Background: an optimization exercise with open tools, aiming at small area and a short achievable clock period. Do not read the settings as production practice.
At most, simulation tests tie the RTL to the original design; equivalence was not proved.

==> inputs of 08-18 <==
Design AXIS_linear_regression_v1_0, start of the top module:
module AXIS_linear_regression_v1_0 #
	(
		parameter M = 8,
		parameter N = 3,
		parameter integer C_S00_AXIS_TDATA_WIDTH	= 32,
		parameter integer C_M00_AXIS_TDATA_WIDTH	= 32,
		parameter integer C_M00_AXIS_START_COUNT	= 32
	)
	(
		input wire  aclk,
		input wire  aresetn,
		output wire  s00_axis_tready,
		input wire [C_S00_AXIS_TDATA_WIDTH-1 : 0] s00_axis_tdata,
		input wire  s00_axis_tlast,
		input wire  s00_axis_tvalid,
		output wire  m00_axis_tvalid,
		output wire [C_M00_AXIS_TDATA_WIDTH-1 : 0] m00_axis_tdata,
		output wire  m00_axis_tlast,
		input wire  m00_axis_tready
	);
    reg        tready_r;
    reg  [2:0] vdly, ldly;
    reg        tvalid_r, tlast_r;
    reg  [31:0] tdata_r;
    reg  [1:0] col;         
    reg  [3:0] row;         
    reg        pending;     
    reg  [1:0] w;           
    assign s00_axis_tready = tready_r;
    assign m00_axis_tvalid = tvalid_r;
    assign m00_axis_tlast  = tlast_r;
    assign m00_axis_tdata  = tdata_r;
    wire take = s00_axis_tvalid & tready_r & ~pending;
    wire xrow = ~row[3];
    wire nz = row != 4'd0;              
    wire [15:0] bus16 = s00_axis_tdata[15:0];
    wire [15:0] enc;
    wire [7:0] encn;
    genvar g;
    generate for (g = 0; g < 8; g = g + 1) begin : be
        wire am1 = (g == 0) ? 1'b0 : bus16[2*g-1];
        wire a0 = bus16[2*g], a1 = bus16[2*g+1];
        assign enc[2*g]   = a0 ^ am1;
        assign enc[2*g+1] = (a1 & ~a0 & ~am1) | (~a1 & a0 & am1);
        assign encn[g]    = a1;
    end endgenerate
    reg [15:0] E0, E1, E2;
    reg [7:0] N0, N1, N2;
    wire ld0 = ~xrow | (col == 2'd0);
    wire ld1 = ~xrow | (col == 2'd1);
    wire ld2 = ~xrow | (col == 2'd2);
    wire flip = take & xrow & (col == 2'd3);
    reg [31:0] R0a, R0b, R0c;           
    reg [31:0] R1a, R1b;                
    reg [31:0] A22;
  ...
==> module AXIS_linear_regression_v1_0, before the edit <==
module AXIS_linear_regression_v1_0 #
	(
		parameter M = 8,
		parameter N = 3,
		parameter integer C_S00_AXIS_TDATA_WIDTH	= 32,
		parameter integer C_M00_AXIS_TDATA_WIDTH	= 32,
		parameter integer C_M00_AXIS_START_COUNT	= 32
	)
	(
		input wire  aclk,
		input wire  aresetn,
		output wire  s00_axis_tready,
		input wire [C_S00_AXIS_TDATA_WIDTH-1 : 0] s00_axis_tdata,
		input wire  s00_axis_tlast,
		input wire  s00_axis_tvalid,
		output wire  m00_axis_tvalid,
		output wire [C_M00_AXIS_TDATA_WIDTH-1 : 0] m00_axis_tdata,
		output wire  m00_axis_tlast,
		input wire  m00_axis_tready
	);
    reg        tready_r;
    reg  [2:0] vdly, ldly;
    reg        tvalid_r, tlast_r;
    reg  [31:0] tdata_r;
    reg  [1:0] col;         
    reg  [3:0] row;         
    reg        pending;     
    reg  [1:0] w;           
    assign s00_axis_tready = tready_r;
    assign m00_axis_tvalid = tvalid_r;
    assign m00_axis_tlast  = tlast_r;
    assign m00_axis_tdata  = tdata_r;
    wire take = s00_axis_tvalid & tready_r & ~pending;
    wire xrow = ~row[3];
    wire nz = row != 4'd0;              
    wire [15:0] bus16 = s00_axis_tdata[15:0];
    wire [15:0] enc;
    wire [7:0] encn;
    genvar g;
    generate for (g = 0; g < 8; g = g + 1) begin : be
        wire am1 = (g == 0) ? 1'b0 : bus16[2*g-1];
        wire a0 = bus16[2*g], a1 = bus16[2*g+1];
        assign enc[2*g]   = a0 ^ am1;
        assign enc[2*g+1] = (a1 & ~a0 & ~am1) | (~a1 & a0 & am1);
        assign encn[g]    = a1;
    end endgenerate
    reg [15:0] E0, E1, E2;
    reg [7:0] N0, N1, N2;
    wire ld0 = ~xrow | (col == 2'd0);
    wire ld1 = ~xrow | (col == 2'd1);
    wire ld2 = ~xrow | (col == 2'd2);
    wire flip = take & xrow & (col == 2'd3);
    reg [31:0] R0a, R0b, R0c;           
    reg [31:0] R1a, R1b;                
    reg [31:0] A22;
    reg [31:0] B0, B1, B2;              
    wire [31:0] busx = (col == 2'd3) ? s00_axis_tdata : {{16{s00_axis_tdata[15]}}, bus16};
    reg [31:0] Q0, Q1, Q2;
    reg sx0, sx1, sx2, sx3;             
    reg st;                             
    reg cR0, cB0, cR1, cB1, cR2, cB2;
    always @(posedge aclk) begin
        if (ld0) E0 <= enc;
        if (ld1) E1 <= enc;
        if (ld2) E2 <= enc;
        if (ld0 | flip) N0 <= ld0 ? encn : ~N0;
        if (ld1 | flip) N1 <= ld1 ? encn : ~N1;
        if (ld2 | flip) N2 <= ld2 ? encn : ~N2;
        Q0 <= xrow ? busx : R0a;
        Q1 <= xrow ? busx : (col == 2'd0) ? R0b : R1a;
        Q2 <= xrow ? busx : (col == 2'd0) ? R0c : (col == 2'd1) ? R1b : A22;
        if (!aresetn) begin
            tready_r <= 1'b0;
            vdly <= 3'b0; ldly <= 3'b0;
            tvalid_r <= 1'b0; tlast_r <= 1'b0;
            col <= 2'd0; row <= 4'd0;
            pending <= 1'b0; w <= 2'd0;
            {sx0, sx1, sx2, sx3, st} <= 5'b0;
            {cR0, cB0, cR1, cB1, cR2, cB2} <= 6'b0;
        end else begin
            tready_r <= m00_axis_tready;
            vdly <= {vdly[1:0], s00_axis_tvalid};
            ldly <= {ldly[1:0], s00_axis_tlast};
            tvalid_r <= vdly[2];
            tlast_r <= ldly[2];
            sx0 <= take & xrow & (col == 2'd0);
            sx1 <= take & xrow & (col == 2'd1);
            sx2 <= take & xrow & (col == 2'd2);
            sx3 <= take & xrow & (col == 2'd3);
            st  <= take & ~xrow & (col != 2'd3);
            cR0 <= take & xrow & nz & (col != 2'd3);
            cB0 <= take & (xrow ? nz & (col == 2'd3) : (col != 2'd3));
            cR1 <= take & xrow & nz & (col == 2'd1 || col == 2'd2);
            cB1 <= take & (xrow ? nz & (col == 2'd3) : 1'b1);
            cR2 <= take & xrow & nz & (col == 2'd2);
            cB2 <= take & (xrow ? nz & col[0] : 1'b1);
            if (take) begin
                col <= col + 2'd1;
                if (col == 2'd3) row <= row + 4'd1;
                if (~xrow && col == 2'd3) pending <= 1'b1;
            end
            if (pending & m00_axis_tready) begin
                w <= (w == 2'd2) ? 2'd0 : w + 2'd1;
                if (w == 2'd2) begin
                    pending <= 1'b0;
                    row <= 4'd0;
                    col <= 2'd0;
                end
            end
        end
    end
    wire tload = pending & m00_axis_tready;
    wire [31:0] gw = (w == 2'd0) ? B0 : (w == 2'd1) ? B1 : B2;
    always @(posedge aclk)
        tdata_r <= ({32{tload & aresetn}} & gw) | ({32{~tload & aresetn}} & tdata_r);
    wire [31:0] c0 = ({32{cR0}} & R0a) | ({32{cB0}} & B0);
    wire [31:0] r0;
    mac u0 (E0, N0, Q0, c0, r0);
    wire [31:0] c1 = ({32{cR1}} & R1a) | ({32{cB1}} & B1);
    wire [31:0] r1;
    mac u1 (E1, N1, Q1, c1, r1);
    wire [31:0] c2 = ({32{cR2}} & A22) | ({32{cB2}} & B2);
    wire [31:0] r2;
    mac u2 (E2, N2, Q2, c2, r2);
    wire wa0 = sx0 | sx1 | sx2 | (take & ~xrow & (col != 2'd3));
    wire wa1 = sx1 | sx2 | (take & ~xrow & (col == 2'd1));
    always @(posedge aclk) begin
        if (wa0) begin
            R0a <= R0b;
            R0b <= R0c;
            R0c <= r0;
        end
        if (wa1) begin
            R1a <= R1b;
            R1b <= r1;
        end
        if (sx2) A22 <= r2;
        if (sx3 | st) begin B0 <= r0; B1 <= r1; B2 <= r2; end
    end
endmodule
Settings: LEC_CHECK=0, CAP_MARGIN=20, CORE_MARGIN=2, CORE_UTILIZATION=40, CTS_CLUSTER_DIAMETER=55, CTS_CLUSTER_SIZE=28, SLEW_MARGIN=20, SYNTH_HIERARCHICAL=1, SYNTH_MINIMUM_KEEP_SIZE=0; clock period 22.0 ns.
standard.sh (not shown) runs the stock make flow with config.mk's settings and CLKGATE_MAP_FILE= SYNTH_SCRIPT=/design/flow/synth_recipe.tcl, a recipe that flattens the netlist after the stock synthesis.
==> flow/flow/run.sh <==
#!/bin/bash
# The standard layout, with the port buffers made from buf_4 instead of the default cell,
# the resizer's timing repair aiming at 16.45 ns of setup slack, and no dummy loads in the
# clock tree
set -euo pipefail
bash standard.sh finish 'BUFFER_PORTS_ARGS=-buffer_cell sky130_fd_sc_hd__buf_4' SETUP_SLACK_MARGIN=16.45 \
  'CTS_ARGS=-sink_clustering_enable -repair_clock_nets -sink_clustering_size 28 -sink_clustering_max_diameter 55 -dont_use_dummy_load' > standard.log 2>&1
==> 06-01 (differences from 08-18) <==
--- a/flow/design.v
+++ b/flow/design.v
@@ -57,7 +57,7 @@
     reg [31:0] B0, B1, B2;              
     wire [31:0] busx = (col == 2'd3) ? s00_axis_tdata : {{16{s00_axis_tdata[15]}}, bus16};
-    reg [31:0] Q0, Q1, Q2;
+    reg [31:0] D;
     reg sx0, sx1, sx2, sx3;             
-    reg st;                             
+    reg st0, st1, st2;                  
     reg cR0, cB0, cR1, cB1, cR2, cB2;
     always @(posedge aclk) begin
@@ -68,7 +68,5 @@
         if (ld1 | flip) N1 <= ld1 ? encn : ~N1;
         if (ld2 | flip) N2 <= ld2 ? encn : ~N2;
-        Q0 <= xrow ? busx : R0a;
-        Q1 <= xrow ? busx : (col == 2'd0) ? R0b : R1a;
-        Q2 <= xrow ? busx : (col == 2'd0) ? R0c : (col == 2'd1) ? R1b : A22;
+        D <= busx;
         if (!aresetn) begin
             tready_r <= 1'b0;
@@ -77,5 +75,5 @@
             col <= 2'd0; row <= 4'd0;
             pending <= 1'b0; w <= 2'd0;
-            {sx0, sx1, sx2, sx3, st} <= 5'b0;
+            {sx0, sx1, sx2, sx3, st0, st1, st2} <= 7'b0;
             {cR0, cB0, cR1, cB1, cR2, cB2} <= 6'b0;
         end else begin
@@ -89,5 +87,7 @@
             sx2 <= take & xrow & (col == 2'd2);
             sx3 <= take & xrow & (col == 2'd3);
-            st  <= take & ~xrow & (col != 2'd3);
+            st0 <= take & ~xrow & (col == 2'd0);
+            st1 <= take & ~xrow & (col == 2'd1);
+            st2 <= take & ~xrow & (col == 2'd2);
             cR0 <= take & xrow & nz & (col != 2'd3);
             cB0 <= take & (xrow ? nz & (col == 2'd3) : (col != 2'd3));
@@ -115,4 +115,8 @@
     always @(posedge aclk)
         tdata_r <= ({32{tload & aresetn}} & gw) | ({32{~tload & aresetn}} & tdata_r);
+    wire st = st0 | st1 | st2;
+    wire [31:0] Q0 = st ? R0a : D;
+    wire [31:0] Q1 = st0 ? R0b : (st1 | st2) ? R1a : D;
+    wire [31:0] Q2 = st0 ? R0c : st1 ? R1b : st2 ? A22 : D;
     wire [31:0] c0 = ({32{cR0}} & R0a) | ({32{cB0}} & B0);
     wire [31:0] r0;
@@ -124,6 +128,6 @@
     wire [31:0] r2;
     mac u2 (E2, N2, Q2, c2, r2);
-    wire wa0 = sx0 | sx1 | sx2 | (take & ~xrow & (col != 2'd3));
-    wire wa1 = sx1 | sx2 | (take & ~xrow & (col == 2'd1));
+    wire wa0 = sx0 | sx1 | sx2 | st0 | st1;
+    wire wa1 = sx1 | sx2 | st1;
     always @(posedge aclk) begin
         if (wa0) begin
==> flow/flow/run.sh (replaced) <==
#!/bin/bash
# The standard layout, with the port buffers made from buf_4 instead of the default cell,
# and the resizer's timing repair aiming at 16.45 ns of setup slack
set -euo pipefail
bash standard.sh finish 'BUFFER_PORTS_ARGS=-buffer_cell sky130_fd_sc_hd__buf_4' SETUP_SLACK_MARGIN=16.45 > standard.log 2>&1
--- a/flow/config.mk
+++ b/flow/config.mk
@@ -9,6 +9,6 @@
 export CORE_MARGIN = 2
 export CORE_UTILIZATION = 40
-export CTS_CLUSTER_DIAMETER = 55
-export CTS_CLUSTER_SIZE = 28
+export CTS_CLUSTER_DIAMETER = 50
+export CTS_CLUSTER_SIZE = 24
 export SLEW_MARGIN = 20
 export SYNTH_HIERARCHICAL = 1
==> summary of the runs <==
- Maximum frequency: 06-01 is lower than 08-18 (7.3%).
- Worst setup slack: 08-18 is better than 06-01 (0.44 ns).
- 06-01 produced a clean layout. 08-18 completed without violations.
- Synthesized cell count: 06-01 is larger than 08-18 (0.78%).
- Between 06-01 and 08-18, the lower clock-buffer cell count is in 08-18 (gap 7).
- Clock skew: 08-18 is higher than 06-01 (0.065 ns).
- In 06-01 the cell count is higher than in 08-18, by about 5%.
The RTL of 06-01 was laid out without a check of its function.

---

==> inputs of build 79 <==
AXIS_linear_regression_v1_0, a different RTL version from the one above (not shown whole).
## AXIS_linear_regression_v1_0
module AXIS_linear_regression_v1_0 #
	(
		parameter M = 8,
		parameter N = 3,
		parameter integer C_S00_AXIS_TDATA_WIDTH	= 32,
		parameter integer C_M00_AXIS_TDATA_WIDTH	= 32,
		parameter integer C_M00_AXIS_START_COUNT	= 32
	)
	(
		input wire  aclk,
		input wire  aresetn,
		output wire  s00_axis_tready,
		input wire [C_S00_AXIS_TDATA_WIDTH-1 : 0] s00_axis_tdata,
		input wire  s00_axis_tlast,
		input wire  s00_axis_tvalid,
		output wire  m00_axis_tvalid,
		output wire [C_M00_AXIS_TDATA_WIDTH-1 : 0] m00_axis_tdata,
		output wire  m00_axis_tlast,
		input wire  m00_axis_tready
	);
export LEC_CHECK = 0
export CAP_MARGIN = 20
export CORE_MARGIN = 2
export CORE_UTILIZATION = 40
export SLEW_MARGIN = 20
export SYNTH_HIERARCHICAL = 1
export SYNTH_MINIMUM_KEEP_SIZE = 0
create_clock -name core_clock -period 22.0 [get_ports {aclk}]
==> flow/flow/run.sh <==
#!/bin/bash
# The standard layout, with the port buffers made from buf_4 instead of the default cell,
# and the resizer's timing repair aiming at 16.5 ns of setup slack
set -euo pipefail
bash standard.sh finish 'BUFFER_PORTS_ARGS=-buffer_cell sky130_fd_sc_hd__buf_4' SETUP_SLACK_MARGIN=16.5 > standard.log 2>&1
==> inputs of build 50, as changes to build 79 <==
--- a/flow/design.v
+++ b/flow/design.v
@@ -54,48 +54,45 @@
     reg [31:0] R0a, R0b, R0c;           
     reg [31:0] R1a, R1b;                
     reg [31:0] A22;
     reg [31:0] B0, B1, B2;              
     wire [31:0] busx = (col == 2'd3) ? s00_axis_tdata : {{16{s00_axis_tdata[15]}}, bus16};
     reg [31:0] Q0, Q1, Q2;
     reg sx0, sx1, sx2, sx3;             
-    reg st0, st1, st2;                  
+    reg st;                             
     reg cR0, cB0, cR1, cB1, cR2, cB2;
-    wire st = st0 | st1 | st2;
     always @(posedge aclk) begin
         if (ld0) E0 <= enc;
         if (ld1) E1 <= enc;
         if (ld2) E2 <= enc;
         if (ld0 | flip) N0 <= ld0 ? encn : ~N0;
         if (ld1 | flip) N1 <= ld1 ? encn : ~N1;
         if (ld2 | flip) N2 <= ld2 ? encn : ~N2;
-        Q0 <= xrow ? busx : st ? R0b : R0a;
-        Q1 <= xrow ? busx : (col == 2'd0) ? R0b : st1 ? R1b : R1a;
+        Q0 <= xrow ? busx : (col == 2'd0) ? R0a : (col == 2'd1) ? R0b : R0c;
+        Q1 <= xrow ? busx : (col == 2'd0) ? R0b : (col == 2'd1) ? R1a : R1b;
         Q2 <= xrow ? busx : (col == 2'd0) ? R0c : (col == 2'd1) ? R1b : A22;
         if (!aresetn) begin
             tready_r <= 1'b0;
             vdly <= 3'b0; ldly <= 3'b0;
             tvalid_r <= 1'b0; tlast_r <= 1'b0;
             col <= 2'd0; row <= 4'd0;
             pending <= 1'b0; w <= 2'd0;
-            {sx0, sx1, sx2, sx3, st0, st1, st2} <= 7'b0;
+            {sx0, sx1, sx2, sx3, st} <= 5'b0;
             {cR0, cB0, cR1, cB1, cR2, cB2} <= 6'b0;
         end else begin
             tready_r <= m00_axis_tready;
             vdly <= {vdly[1:0], s00_axis_tvalid};
             ldly <= {ldly[1:0], s00_axis_tlast};
             tvalid_r <= vdly[2];
             tlast_r <= ldly[2];
             sx0 <= take & xrow & (col == 2'd0);
             sx1 <= take & xrow & (col == 2'd1);
             sx2 <= take & xrow & (col == 2'd2);
             sx3 <= take & xrow & (col == 2'd3);
-            st0 <= take & ~xrow & (col == 2'd0);
-            st1 <= take & ~xrow & (col == 2'd1);
-            st2 <= take & ~xrow & (col == 2'd2);
+            st  <= take & ~xrow & (col != 2'd3);
             cR0 <= take & xrow & nz & (col != 2'd3);
             cB0 <= take & (xrow ? nz & (col == 2'd3) : (col != 2'd3));
             cR1 <= take & xrow & nz & (col == 2'd1 || col == 2'd2);
             cB1 <= take & (xrow ? nz & (col == 2'd3) : 1'b1);
             cR2 <= take & xrow & nz & (col == 2'd2);
             cB2 <= take & (xrow ? nz & col[0] : 1'b1);
             if (take) begin
@@ -109,40 +106,38 @@
                     pending <= 1'b0;
                     row <= 4'd0;
                     col <= 2'd0;
                 end
             end
         end
     end
-    wire tload = ~aresetn | (pending & m00_axis_tready);
+    wire tload = pending & m00_axis_tready;
     wire [31:0] gw = (w == 2'd0) ? B0 : (w == 2'd1) ? B1 : B2;
     always @(posedge aclk)
-        if (tload) tdata_r <= gw & {32{aresetn}};
+        tdata_r <= ({32{tload & aresetn}} & gw) | ({32{~tload & aresetn}} & tdata_r);
     wire [31:0] c0 = ({32{cR0}} & R0a) | ({32{cB0}} & B0);
     wire [31:0] r0;
     mac u0 (E0, N0, Q0, c0, r0);
     wire [31:0] c1 = ({32{cR1}} & R1a) | ({32{cB1}} & B1);
     wire [31:0] r1;
     mac u1 (E1, N1, Q1, c1, r1);
     wire [31:0] c2 = ({32{cR2}} & A22) | ({32{cB2}} & B2);
     wire [31:0] r2;
     mac u2 (E2, N2, Q2, c2, r2);
     wire wa0 = sx0 | sx1 | sx2;
     wire wa1 = sx1 | sx2;
-    wire rot0 = st;
-    wire rot1 = st1 | st2;
     always @(posedge aclk) begin
-        if (wa0 | rot0) begin
+        if (wa0) begin
             R0a <= R0b;
             R0b <= R0c;
-            R0c <= wa0 ? r0 : R0a;
+            R0c <= r0;
         end
-        if (wa1 | rot1) begin
+        if (wa1) begin
             R1a <= R1b;
-            R1b <= wa1 ? r1 : R1a;
+            R1b <= r1;
         end
         if (sx2) A22 <= r2;
         if (sx3 | st) begin B0 <= r0; B1 <= r1; B2 <= r2; end
     end
 endmodule
 module mac(input [15:0] e, input [7:0] n, input [31:0] b, input [31:0] c, output [31:0] r);
 wire one0 = e[0];
@@ -165,15 +160,15 @@
 wire neg5 = n[5];
 wire one6 = e[12];
 wire two6 = e[13];
 wire neg6 = n[6];
 wire one7 = e[14];
 wire two7 = e[15];
 wire neg7 = n[7];
-wire p0_0, p0_1; bpp2 u_p0_0(one0, two0, neg0, 1'b0, b[0], b[1], p0_0, p0_1);
+wire p0_0, p0_1; bpp2z u_p0_0(one0, two0, neg0, b[0], b[1], p0_0, p0_1);
 wire p0_2, p0_3; bpp2 u_p0_2(one0, two0, neg0, b[1], b[2], b[3], p0_2, p0_3);
 wire p0_4, p0_5; bpp2 u_p0_4(one0, two0, neg0, b[3], b[4], b[5], p0_4, p0_5);
 wire p0_6, p0_7; bpp2 u_p0_6(one0, two0, neg0, b[5], b[6], b[7], p0_6, p0_7);
 wire p0_8, p0_9; bpp2 u_p0_8(one0, two0, neg0, b[7], b[8], b[9], p0_8, p0_9);
 wire p0_10, p0_11; bpp2 u_p0_10(one0, two0, neg0, b[9], b[10], b[11], p0_10, p0_11);
 wire p0_12, p0_13; bpp2 u_p0_12(one0, two0, neg0, b[11], b[12], b[13], p0_12, p0_13);
 wire p0_14, p0_15; bpp2 u_p0_14(one0, two0, neg0, b[13], b[14], b[15], p0_14, p0_15);
@@ -181,90 +176,90 @@
 wire p0_18, p0_19; bpp2 u_p0_18(one0, two0, neg0, b[17], b[18], b[19], p0_18, p0_19);
 wire p0_20, p0_21; bpp2 u_p0_20(one0, two0, neg0, b[19], b[20], b[21], p0_20, p0_21);
 wire p0_22, p0_23; bpp2 u_p0_22(one0, two0, neg0, b[21], b[22], b[23], p0_22, p0_23);
 wire p0_24, p0_25; bpp2 u_p0_24(one0, two0, neg0, b[23], b[24], b[25], p0_24, p0_25);
 wire p0_26, p0_27; bpp2 u_p0_26(one0, two0, neg0, b[25], b[26], b[27], p0_26, p0_27);
 wire p0_28, p0_29; bpp2 u_p0_28(one0, two0, neg0, b[27], b[28], b[29], p0_28, p0_29);
 wire p0_30, p0_31; bpp2 u_p0_30(one0, two0, neg0, b[29], b[30], b[31], p0_30, p0_31);
-wire p1_0, p1_1; bpp2 u_p1_0(one1, two1, neg1, 1'b0, b[0], b[1], p1_0, p1_1);
+wire p1_0, p1_1; bpp2z u_p1_0(one1, two1, neg1, b[0], b[1], p1_0, p1_1);
 wire p1_2, p1_3; bpp2 u_p1_2(one1, two1, neg1, b[1], b[2], b[3], p1_2, p1_3);
 wire p1_4, p1_5; bpp2 u_p1_4(one1, two1, neg1, b[3], b[4], b[5], p1_4, p1_5);
 wire p1_6, p1_7; bpp2 u_p1_6(one1, two1, neg1, b[5], b[6], b[7], p1_6, p1_7);
 wire p1_8, p1_9; bpp2 u_p1_8(one1, two1, neg1, b[7], b[8], b[9], p1_8, p1_9);
 wire p1_10, p1_11; bpp2 u_p1_10(one1, two1, neg1, b[9], b[10], b[11], p1_10, p1_11);
 wire p1_12, p1_13; bpp2 u_p1_12(one1, two1, neg1, b[11], b[12], b[13], p1_12, p1_13);
 wire p1_14, p1_15; bpp2 u_p1_14(one1, two1, neg1, b[13], b[14], b[15], p1_14, p1_15);
 wire p1_16, p1_17; bpp2 u_p1_16(one1, two1, neg1, b[15], b[16], b[17], p1_16, p1_17);
 wire p1_18, p1_19; bpp2 u_p1_18(one1, two1, neg1, b[17], b[18], b[19], p1_18, p1_19);
 wire p1_20, p1_21; bpp2 u_p1_20(one1, two1, neg1, b[19], b[20], b[21], p1_20, p1_21);
 wire p1_22, p1_23; bpp2 u_p1_22(one1, two1, neg1, b[21], b[22], b[23], p1_22, p1_23);
 wire p1_24, p1_25; bpp2 u_p1_24(one1, two1, neg1, b[23], b[24], b[25], p1_24, p1_25);
 wire p1_26, p1_27; bpp2 u_p1_26(one1, two1, neg1, b[25], b[26], b[27], p1_26, p1_27);
 wire p1_28, p1_29; bpp2 u_p1_28(one1, two1, neg1, b[27], b[28], b[29], p1_28, p1_29);
-wire p2_0, p2_1; bpp2 u_p2_0(one2, two2, neg2, 1'b0, b[0], b[1], p2_0, p2_1);
+wire p2_0, p2_1; bpp2z u_p2_0(one2, two2, neg2, b[0], b[1], p2_0, p2_1);
 wire p2_2, p2_3; bpp2 u_p2_2(one2, two2, neg2, b[1], b[2], b[3], p2_2, p2_3);
 wire p2_4, p2_5; bpp2 u_p2_4(one2, two2, neg2, b[3], b[4], b[5], p2_4, p2_5);
 wire p2_6, p2_7; bpp2 u_p2_6(one2, two2, neg2, b[5], b[6], b[7], p2_6, p2_7);
 wire p2_8, p2_9; bpp2 u_p2_8(one2, two2, neg2, b[7], b[8], b[9], p2_8, p2_9);
 wire p2_10, p2_11; bpp2 u_p2_10(one2, two2, neg2, b[9], b[10], b[11], p2_10, p2_11);
 wire p2_12, p2_13; bpp2 u_p2_12(one2, two2, neg2, b[11], b[12], b[13], p2_12, p2_13);
 wire p2_14, p2_15; bpp2 u_p2_14(one2, two2, neg2, b[13], b[14], b[15], p2_14, p2_15);
 wire p2_16, p2_17; bpp2 u_p2_16(one2, two2, neg2, b[15], b[16], b[17], p2_16, p2_17);
 wire p2_18, p2_19; bpp2 u_p2_18(one2, two2, neg2, b[17], b[18], b[19], p2_18, p2_19);
 wire p2_20, p2_21; bpp2 u_p2_20(one2, two2, neg2, b[19], b[20], b[21], p2_20, p2_21);
 wire p2_22, p2_23; bpp2 u_p2_22(one2, two2, neg2, b[21], b[22], b[23], p2_22, p2_23);
 wire p2_24, p2_25; bpp2 u_p2_24(one2, two2, neg2, b[23], b[24], b[25], p2_24, p2_25);
 wire p2_26, p2_27; bpp2 u_p2_26(one2, two2, neg2, b[25], b[26], b[27], p2_26, p2_27);
-wire p3_0, p3_1; bpp2 u_p3_0(one3, two3, neg3, 1'b0, b[0], b[1], p3_0, p3_1);
+wire p3_0, p3_1; bpp2z u_p3_0(one3, two3, neg3, b[0], b[1], p3_0, p3_1);
 wire p3_2, p3_3; bpp2 u_p3_2(one3, two3, neg3, b[1], b[2], b[3], p3_2, p3_3);
 wire p3_4, p3_5; bpp2 u_p3_4(one3, two3, neg3, b[3], b[4], b[5], p3_4, p3_5);
 wire p3_6, p3_7; bpp2 u_p3_6(one3, two3, neg3, b[5], b[6], b[7], p3_6, p3_7);
 wire p3_8, p3_9; bpp2 u_p3_8(one3, two3, neg3, b[7], b[8], b[9], p3_8, p3_9);
 wire p3_10, p3_11; bpp2 u_p3_10(one3, two3, neg3, b[9], b[10], b[11], p3_10, p3_11);
 wire p3_12, p3_13; bpp2 u_p3_12(one3, two3, neg3, b[11], b[12], b[13], p3_12, p3_13);
 wire p3_14, p3_15; bpp2 u_p3_14(one3, two3, neg3, b[13], b[14], b[15], p3_14, p3_15);
 wire p3_16, p3_17; bpp2 u_p3_16(one3, two3, neg3, b[15], b[16], b[17], p3_16, p3_17);
 wire p3_18, p3_19; bpp2 u_p3_18(one3, two3, neg3, b[17], b[18], b[19], p3_18, p3_19);
 wire p3_20, p3_21; bpp2 u_p3_20(one3, two3, neg3, b[19], b[20], b[21], p3_20, p3_21);
 wire p3_22, p3_23; bpp2 u_p3_22(one3, two3, neg3, b[21], b[22], b[23], p3_22, p3_23);
 wire p3_24, p3_25; bpp2 u_p3_24(one3, two3, neg3, b[23], b[24], b[25], p3_24, p3_25);
-wire p4_0, p4_1; bpp2 u_p4_0(one4, two4, neg4, 1'b0, b[0], b[1], p4_0, p4_1);
+wire p4_0, p4_1; bpp2z u_p4_0(one4, two4, neg4, b[0], b[1], p4_0, p4_1);
 wire p4_2, p4_3; bpp2 u_p4_2(one4, two4, neg4, b[1], b[2], b[3], p4_2, p4_3);
 wire p4_4, p4_5; bpp2 u_p4_4(one4, two4, neg4, b[3], b[4], b[5], p4_4, p4_5);
 wire p4_6, p4_7; bpp2 u_p4_6(one4, two4, neg4, b[5], b[6], b[7], p4_6, p4_7);
 wire p4_8, p4_9; bpp2 u_p4_8(one4, two4, neg4, b[7], b[8], b[9], p4_8, p4_9);
 wire p4_10, p4_11; bpp2 u_p4_10(one4, two4, neg4, b[9], b[10], b[11], p4_10, p4_11);
 wire p4_12, p4_13; bpp2 u_p4_12(one4, two4, neg4, b[11], b[12], b[13], p4_12, p4_13);
 wire p4_14, p4_15; bpp2 u_p4_14(one4, two4, neg4, b[13], b[14], b[15], p4_14, p4_15);
 wire p4_16, p4_17; bpp2 u_p4_16(one4, two4, neg4, b[15], b[16], b[17], p4_16, p4_17);
 wire p4_18, p4_19; bpp2 u_p4_18(one4, two4, neg4, b[17], b[18], b[19], p4_18, p4_19);
 wire p4_20, p4_21; bpp2 u_p4_20(one4, two4, neg4, b[19], b[20], b[21], p4_20, p4_21);
 wire p4_22, p4_23; bpp2 u_p4_22(one4, two4, neg4, b[21], b[22], b[23], p4_22, p4_23);
-wire p5_0, p5_1; bpp2 u_p5_0(one5, two5, neg5, 1'b0, b[0], b[1], p5_0, p5_1);
+wire p5_0, p5_1; bpp2z u_p5_0(one5, two5, neg5, b[0], b[1], p5_0, p5_1);
 wire p5_2, p5_3; bpp2 u_p5_2(one5, two5, neg5, b[1], b[2], b[3], p5_2, p5_3);
 wire p5_4, p5_5; bpp2 u_p5_4(one5, two5, neg5, b[3], b[4], b[5], p5_4, p5_5);
 wire p5_6, p5_7; bpp2 u_p5_6(one5, two5, neg5, b[5], b[6], b[7], p5_6, p5_7);
 wire p5_8, p5_9; bpp2 u_p5_8(one5, two5, neg5, b[7], b[8], b[9], p5_8, p5_9);
 wire p5_10, p5_11; bpp2 u_p5_10(one5, two5, neg5, b[9], b[10], b[11], p5_10, p5_11);
 wire p5_12, p5_13; bpp2 u_p5_12(one5, two5, neg5, b[11], b[12], b[13], p5_12, p5_13);
 wire p5_14, p5_15; bpp2 u_p5_14(one5, two5, neg5, b[13], b[14], b[15], p5_14, p5_15);
 wire p5_16, p5_17; bpp2 u_p5_16(one5, two5, neg5, b[15], b[16], b[17], p5_16, p5_17);
 wire p5_18, p5_19; bpp2 u_p5_18(one5, two5, neg5, b[17], b[18], b[19], p5_18, p5_19);
 wire p5_20, p5_21; bpp2 u_p5_20(one5, two5, neg5, b[19], b[20], b[21], p5_20, p5_21);
-wire p6_0, p6_1; bpp2 u_p6_0(one6, two6, neg6, 1'b0, b[0], b[1], p6_0, p6_1);
+wire p6_0, p6_1; bpp2z u_p6_0(one6, two6, neg6, b[0], b[1], p6_0, p6_1);
 wire p6_2, p6_3; bpp2 u_p6_2(one6, two6, neg6, b[1], b[2], b[3], p6_2, p6_3);
 wire p6_4, p6_5; bpp2 u_p6_4(one6, two6, neg6, b[3], b[4], b[5], p6_4, p6_5);
 wire p6_6, p6_7; bpp2 u_p6_6(one6, two6, neg6, b[5], b[6], b[7], p6_6, p6_7);
 wire p6_8, p6_9; bpp2 u_p6_8(one6, two6, neg6, b[7], b[8], b[9], p6_8, p6_9);
 wire p6_10, p6_11; bpp2 u_p6_10(one6, two6, neg6, b[9], b[10], b[11], p6_10, p6_11);
 wire p6_12, p6_13; bpp2 u_p6_12(one6, two6, neg6, b[11], b[12], b[13], p6_12, p6_13);
 wire p6_14, p6_15; bpp2 u_p6_14(one6, two6, neg6, b[13], b[14], b[15], p6_14, p6_15);
 wire p6_16, p6_17; bpp2 u_p6_16(one6, two6, neg6, b[15], b[16], b[17], p6_16, p6_17);
 wire p6_18, p6_19; bpp2 u_p6_18(one6, two6, neg6, b[17], b[18], b[19], p6_18, p6_19);
-wire p7_0, p7_1; bpp2 u_p7_0(one7, two7, neg7, 1'b0, b[0], b[1], p7_0, p7_1);
+wire p7_0, p7_1; bpp2z u_p7_0(one7, two7, neg7, b[0], b[1], p7_0, p7_1);
 wire p7_2, p7_3; bpp2 u_p7_2(one7, two7, neg7, b[1], b[2], b[3], p7_2, p7_3);
 wire p7_4, p7_5; bpp2 u_p7_4(one7, two7, neg7, b[3], b[4], b[5], p7_4, p7_5);
 wire p7_6, p7_7; bpp2 u_p7_6(one7, two7, neg7, b[5], b[6], b[7], p7_6, p7_7);
 wire p7_8, p7_9; bpp2 u_p7_8(one7, two7, neg7, b[7], b[8], b[9], p7_8, p7_9);
 wire p7_10, p7_11; bpp2 u_p7_10(one7, two7, neg7, b[9], b[10], b[11], p7_10, p7_11);
 wire p7_12, p7_13; bpp2 u_p7_12(one7, two7, neg7, b[11], b[12], b[13], p7_12, p7_13);
 wire p7_14, p7_15; bpp2 u_p7_14(one7, two7, neg7, b[13], b[14], b[15], p7_14, p7_15);
@@ -881,14 +876,18 @@
 assign s = a ^ b;
 assign co = a & b;
 endmodule
 module bpp2(input one, input two, input neg, input bm1, input b0, input b1, output p0, output p1);
 assign p0 = ((one & b0) | (two & bm1)) ^ neg;
 assign p1 = ((one & b1) | (two & b0)) ^ neg;
 endmodule
+module bpp2z(input one, input two, input neg, input b0, input b1, output p0, output p1);
+assign p0 = (one & b0) ^ neg;
+assign p1 = ((one & b1) | (two & b0)) ^ neg;
+endmodule
 module add32(input [31:0] a, input [31:0] b, output [31:0] s);
 wire q1;
 wire q2;
 pgc u_pg0(a[0], b[0], q1, q2);
 wire q3;
 wire q4;
 pgc u_pg1(a[1], b[1], q3, q4);
==> summary.txt <==
Top cell type's share of synthesized area: build 50 23.8%; build 79 25.5%
Total GRT Usage: build 50 28.1%; build 79 28.4%
Final worst-path cycle share: build 50 25.3%; build 79 25.6%
Delay contributed by the slowest stage of the critical path: build 50 0.40 ns; build 79 0.46 ns
CP max stage cell: build 50 sky130_fd_sc_hd__dfxtp_4; build 79 sky130_fd_sc_hd__edfxtp_1
Met3 wire length: build 50 18.1 mm; build 79 16.7 mm
Met2 capacity usage during global routing: build 50 41.9%; build 79 43.6%
Reg-to-reg startpoint: build 50 Q1[7]; build 79 E0[1]
Post-CTS setup buffer count: build 50 4; build 79 27
Latest clock arrival within the worst-skew pair: build 50 0.66 ns; build 79 0.65 ns
Worst Hold Slack: build 50 0.434 ns; build 79 0.433 ns
Result of the run: build 50 timing/DRC/antenna clean; build 79 timing/DRC/antenna clean
Slew of the pin with the lowest slew margin: build 50 1.07 ns; build 79 1.02 ns
Buffer share of cell area: build 50 3.46%; build 79 4.59%
First-pass GRT wire length: build 50 242 mm; build 79 247 mm
Synth Area in XOR/XNOR: build 50 13.5%; build 79 13.3%
CTS sink count: build 50 517; build 79 519
No run of this note included a check of the RTL's function; only the layout flow was run.

## static timing again, ports no longer ideal
No port has a modelled driver above. Below, the same layouts with a new extraction and two added sets of constraints. Step 1 (the two cells are an assumption about what drives the block):
set clk [get_ports {aclk}]
set_driving_cell -lib_cell sky130_fd_sc_hd__clkbuf_16 $clk
set_driving_cell -lib_cell sky130_fd_sc_hd__buf_2 [delete_from_list [all_inputs] $clk]
Step 2 times the ports against the registers' clock, not the clock port: input delays grow and output delays shrink by t, the midpoint of the rising clock arrivals with the driver on. Three values: ideal ports, drivers, drivers and shift; two values: the first two.
| run | t (ns) | setup WS [ns] | hold slack, ns | worst slew at a driven data input, ns |
|---|---|---|---|---|
| 08-18 | 0.634 | 16.454 / 16.388 / 15.921 | 0.428 / 0.428 / 0.428 | 0.07 |
| 06-01 | 0.674 | 16.018 / 16.018 / 15.911 | 0.422 / 0.422 / 0.422 | 0.12 |
| build 79 | 0.705 | 16.361 / 16.285 / 15.967 | 0.433 / 0.433 / 0.433 | 0.15 |
| build 50 | 0.708 | 16.428 / 16.357 / 16.057 | 0.434 / 0.434 / 0.434 | 0.07 |
After both steps every run listed still meets setup and hold. For 08-18, which loses most, drivers alone change the setup slack by -0.066 ns; drivers and shift together by -0.533 ns.
